What follows belongs to an exercise in optimizing a design on an open flow for small area, a short achievable clock period and few clock cycles; a production flow would make more cautious choices.
At most, simulation tests tie the RTL to the original design; equivalence was not proved.

==> inputs of v15 <==
// mvm_top
module mvm_top (
    input  clk,
    input  rst,
    input  [63:0] i_vec_wdata,
    input  [2:0]  i_vec_waddr,
    input  i_vec_wen,
    input  [63:0] i_mat_wdata,
    input  [3:0]  i_mat_waddr,
    input  [1:0]  i_mat_wen,
    input  i_start,
    input  [2:0]  i_vec_start_addr,
    input  [3:0]  i_vec_num_words,
    input  [3:0]  i_mat_start_addr,
    input  [4:0]  i_mat_num_rows_per_olane,
    output o_busy,
    output [63:0] o_result,
    output o_valid
);
==> module mvm, before the edit <==
module mvm (
    input  clk,
    input  rst,
    input  [63:0] i_vec_wdata,
    input  [2:0]  i_vec_waddr,
    input  i_vec_wen,
    input  [63:0] i_mat_wdata,
    input  [3:0]  i_mat_waddr,
    input  [1:0]  i_mat_wen,
    input  i_start,
    input  [2:0]  i_vec_start_addr,
    input  [3:0]  i_vec_num_words,
    input  [3:0]  i_mat_start_addr,
    input  [4:0]  i_mat_num_rows_per_olane,
    output o_busy,
    output [63:0] o_result,
    output o_valid
);
localparam NL = 2;
logic       g_valid, g_first, g_last, psel, mask0, mask1;
logic [1:0] vrow0, vrow1;
logic [2:0] mrow0, mrow1;
ctrl controller (
    .clk(clk),
    .rst(rst),
    .start(i_start),
    .vec_start_addr(i_vec_start_addr),
    .vec_num_words(i_vec_num_words),
    .mat_start_addr(i_mat_start_addr),
    .mat_num_rows_per_olane(i_mat_num_rows_per_olane),
    .g_valid(g_valid),
    .g_first(g_first),
    .g_last(g_last),
    .vrow0(vrow0),
    .vrow1(vrow1),
    .mrow0(mrow0),
    .mrow1(mrow1),
    .psel(psel),
    .mask0(mask0),
    .mask1(mask1),
    .busy(o_busy)
);
logic [63:0] wr_vdata, wr_mdata;
logic [2:0]  wr_vaddr;
logic [3:0]  wr_maddr;
logic        wr_ven;
logic [1:0]  wr_men;
always_ff @(posedge clk) begin
    wr_vdata <= i_vec_wdata;
    wr_vaddr <= i_vec_waddr;
    wr_ven <= i_vec_wen;
    wr_mdata <= i_mat_wdata;
    wr_maddr <= i_mat_waddr;
    wr_men <= i_mat_wen;
end
logic [63:0] vb0, vb1;
logic [NL-1:0][63:0] mb0, mb1;
mem #(.DATAW(64), .DEPTH(8)) vec_memory (
    .clk(clk),
    .wdata(wr_vdata),
    .waddr(wr_vaddr),
    .wen(wr_ven),
    .raddr0(vrow0),
    .raddr1(vrow1),
    .rdata0(vb0),
    .rdata1(vb1)
);
localparam TREE_STAGES = 3;
localparam ROWW = 110;                
localparam TD = TREE_STAGES + 1;      
logic [TD:1] valid_d, first_d, last_d;
logic out_a, out_b;
wire  first_t = first_d[TD];
logic [63:0] w_v0, w_v1;
logic [NL-1:0][63:0] w_m0, w_m1;
logic [NL-1:0][21:0] res;
always_ff @(posedge clk) begin
    w_v0 <= (psel ? vb1 : vb0) & {64{!mask0}};
    w_v1 <= (psel ? vb0 : vb1) & {64{!mask1}};
end
genvar i;
generate
    for (i = 0; i < NL; i++) begin : lane
        logic [ROWW-1:0] rows;
        mem #(.DATAW(64), .DEPTH(16)) mat_memory (
            .clk(clk),
            .wdata(wr_mdata),
            .waddr(wr_maddr),
            .wen(wr_men[i]),
            .raddr0(mrow0),
            .raddr1(mrow1),
            .rdata0(mb0[i]),
            .rdata1(mb1[i])
        );
        always_ff @(posedge clk) begin
            w_m0[i] <= mb0[i];
            w_m1[i] <= mb1[i];
        end
        dot8 dot_unit (
            .clk(clk),
            .m0(w_m0[i]),
            .m1(w_m1[i]),
            .v0(w_v0),
            .v1(w_v1),
            .rows(rows)
        );
        accum accumulator (
            .clk(clk),
            .rows(rows),
            .first(first_t),
            .result(res[i])
        );
        assign o_result[32*i +: 32] = {{10{res[i][21]}}, res[i]};
    end
endgenerate
always_ff @(posedge clk) begin
    first_d <= {first_d[TD-1:1], g_first};
    last_d <= {last_d[TD-1:1], g_last};
    if (rst) begin
        valid_d <= '0;
        out_a <= 1'b0;
        out_b <= 1'b0;
    end else begin
        valid_d <= {valid_d[TD-1:1], g_valid};
        out_a <= valid_d[TD] && last_d[TD];    
        out_b <= out_a;                        
    end
end
assign o_valid = out_b;
endmodule
make LEC_CHECK=0 CAP_MARGIN=20 CORE_MARGIN=2 CORE_UTILIZATION=40 SETUP_SLACK_MARGIN=2.8 SLEW_MARGIN=20 SYNTH_HIERARCHICAL=1 SYNTH_MINIMUM_KEEP_SIZE=0 finish   # period 5.3 ns
run.sh (not shown) runs the stock make flow with config.mk's settings and CLKGATE_MAP_FILE= SYNTH_SCRIPT=/design/flow/synth_recipe.tcl, a recipe that flattens the netlist after the stock synthesis.
==> v10: changes against v15 <==
--- a/flow/design.v
+++ b/flow/design.v
@@ -4233,15 +4233,2 @@
 );
-logic [63:0] wr_vdata, wr_mdata;
-logic [2:0]  wr_vaddr;
-logic [3:0]  wr_maddr;
-logic        wr_ven;
-logic [1:0]  wr_men;
-always_ff @(posedge clk) begin
-    wr_vdata <= i_vec_wdata;
-    wr_vaddr <= i_vec_waddr;
-    wr_ven <= i_vec_wen;
-    wr_mdata <= i_mat_wdata;
-    wr_maddr <= i_mat_waddr;
-    wr_men <= i_mat_wen;
-end
 logic [63:0] vb0, vb1;
@@ -4250,5 +4237,5 @@
     .clk(clk),
-    .wdata(wr_vdata),
-    .waddr(wr_vaddr),
-    .wen(wr_ven),
+    .wdata(i_vec_wdata),
+    .waddr(i_vec_waddr),
+    .wen(i_vec_wen),
     .raddr0(vrow0),
@@ -4277,5 +4264,5 @@
             .clk(clk),
-            .wdata(wr_mdata),
-            .waddr(wr_maddr),
-            .wen(wr_men[i]),
+            .wdata(i_mat_wdata),
+            .waddr(i_mat_waddr),
+            .wen(i_mat_wen[i]),
             .raddr0(mrow0),
--- a/flow/config.mk
+++ b/flow/config.mk
@@ -10,3 +10,3 @@
 export CORE_UTILIZATION = 40
-export SETUP_SLACK_MARGIN = 2.8
+export SETUP_SLACK_MARGIN = 2.6
 export SLEW_MARGIN = 20
==> comparison <==
In v15 the utilization is higher than in v10, by 0.84 points. Of v10 and v15, v10 has the higher first-iteration DRC count (gap about 2.7%, measured against v15). In v10 the hold slack is better than in v15, by 0.0054 ns. In v15 the critical path depth is lower than in v10, by 1. Between v10 and v15, the lower final area is in v10 (gap about 3.3%, measured against v15). Between v15 and v10, the lower fmax is in v15 (gap 1.4%, measured against v10). In v10 the synthesized cell count is lower than in v15, by about 1.3%.
==> figures <==
item	v10	v15
Hold path startpoint	u_mvm.lane[1].dot_unit.rb_c2_0	u_mvm.lane[0].dot_unit.rb_c9_9
Clock skew	0.08891 ns	0.1436 ns
Outcome	timing/DRC/antenna clean	timing/DRC/antenna clean
Share of cell area taken by flip-flops and latches	51.22%	50.99%
Final cell area excluding filler cells	210,000 sq um	217,100 sq um
Count of buffers not belonging to the clock network in the layout	573	763
GRT Overall Usage	26.78%	26.93%
Detailed-routing wirelength on met1	244.3 mm	251.4 mm
PostCTS Resize Cnt	503	848
Ratio of layout area to synthesized area	1.1444x	1.1658x
Met2 routing resource usage after global routing	39.29%	39.87%
Crit path buf inv count	0	3
Number of antenna violations at the first check in global routing	114	86
Dpl cell area	192,700 sq um	195,300 sq um
Testbench counts of v10, summed over its fixed seeds: cycles 13,267.
The RTL of v15 was laid out without a check of its function.

-- re-timing with driven ports --
In the flow no input, the clock included, has a driving cell. The finished layouts below were timed again as built, in two steps. Step 1: set_driving_cell puts a clkbuf_16 on clk and a buf_2 on each other input, an assumption about the parent block. Step 2 moves the port delays by t, midway between the first and last clock arrival at a register: inputs arrive t later, outputs are due t later. That takes back most of the time a late clock gives input paths. Three values: ideal ports, drivers, drivers and shift; two values: the first two.
run | t (ns) | setup WS [ns] | worst setup path after step 2 | slew at the worst register clock pin (ns)
v15 | 1.148 | 2.471 / 2.344 / 1.980 | input to register | 0.08 / 0.08
v10 | 1.105 | 2.510 / 2.436 / 1.583 | input to register | 0.07 / 0.07
After both steps every run listed still meets setup and hold. The setup slack of v10, which loses most, moves by -0.074 ns with the drivers and by -0.927 ns with both steps.
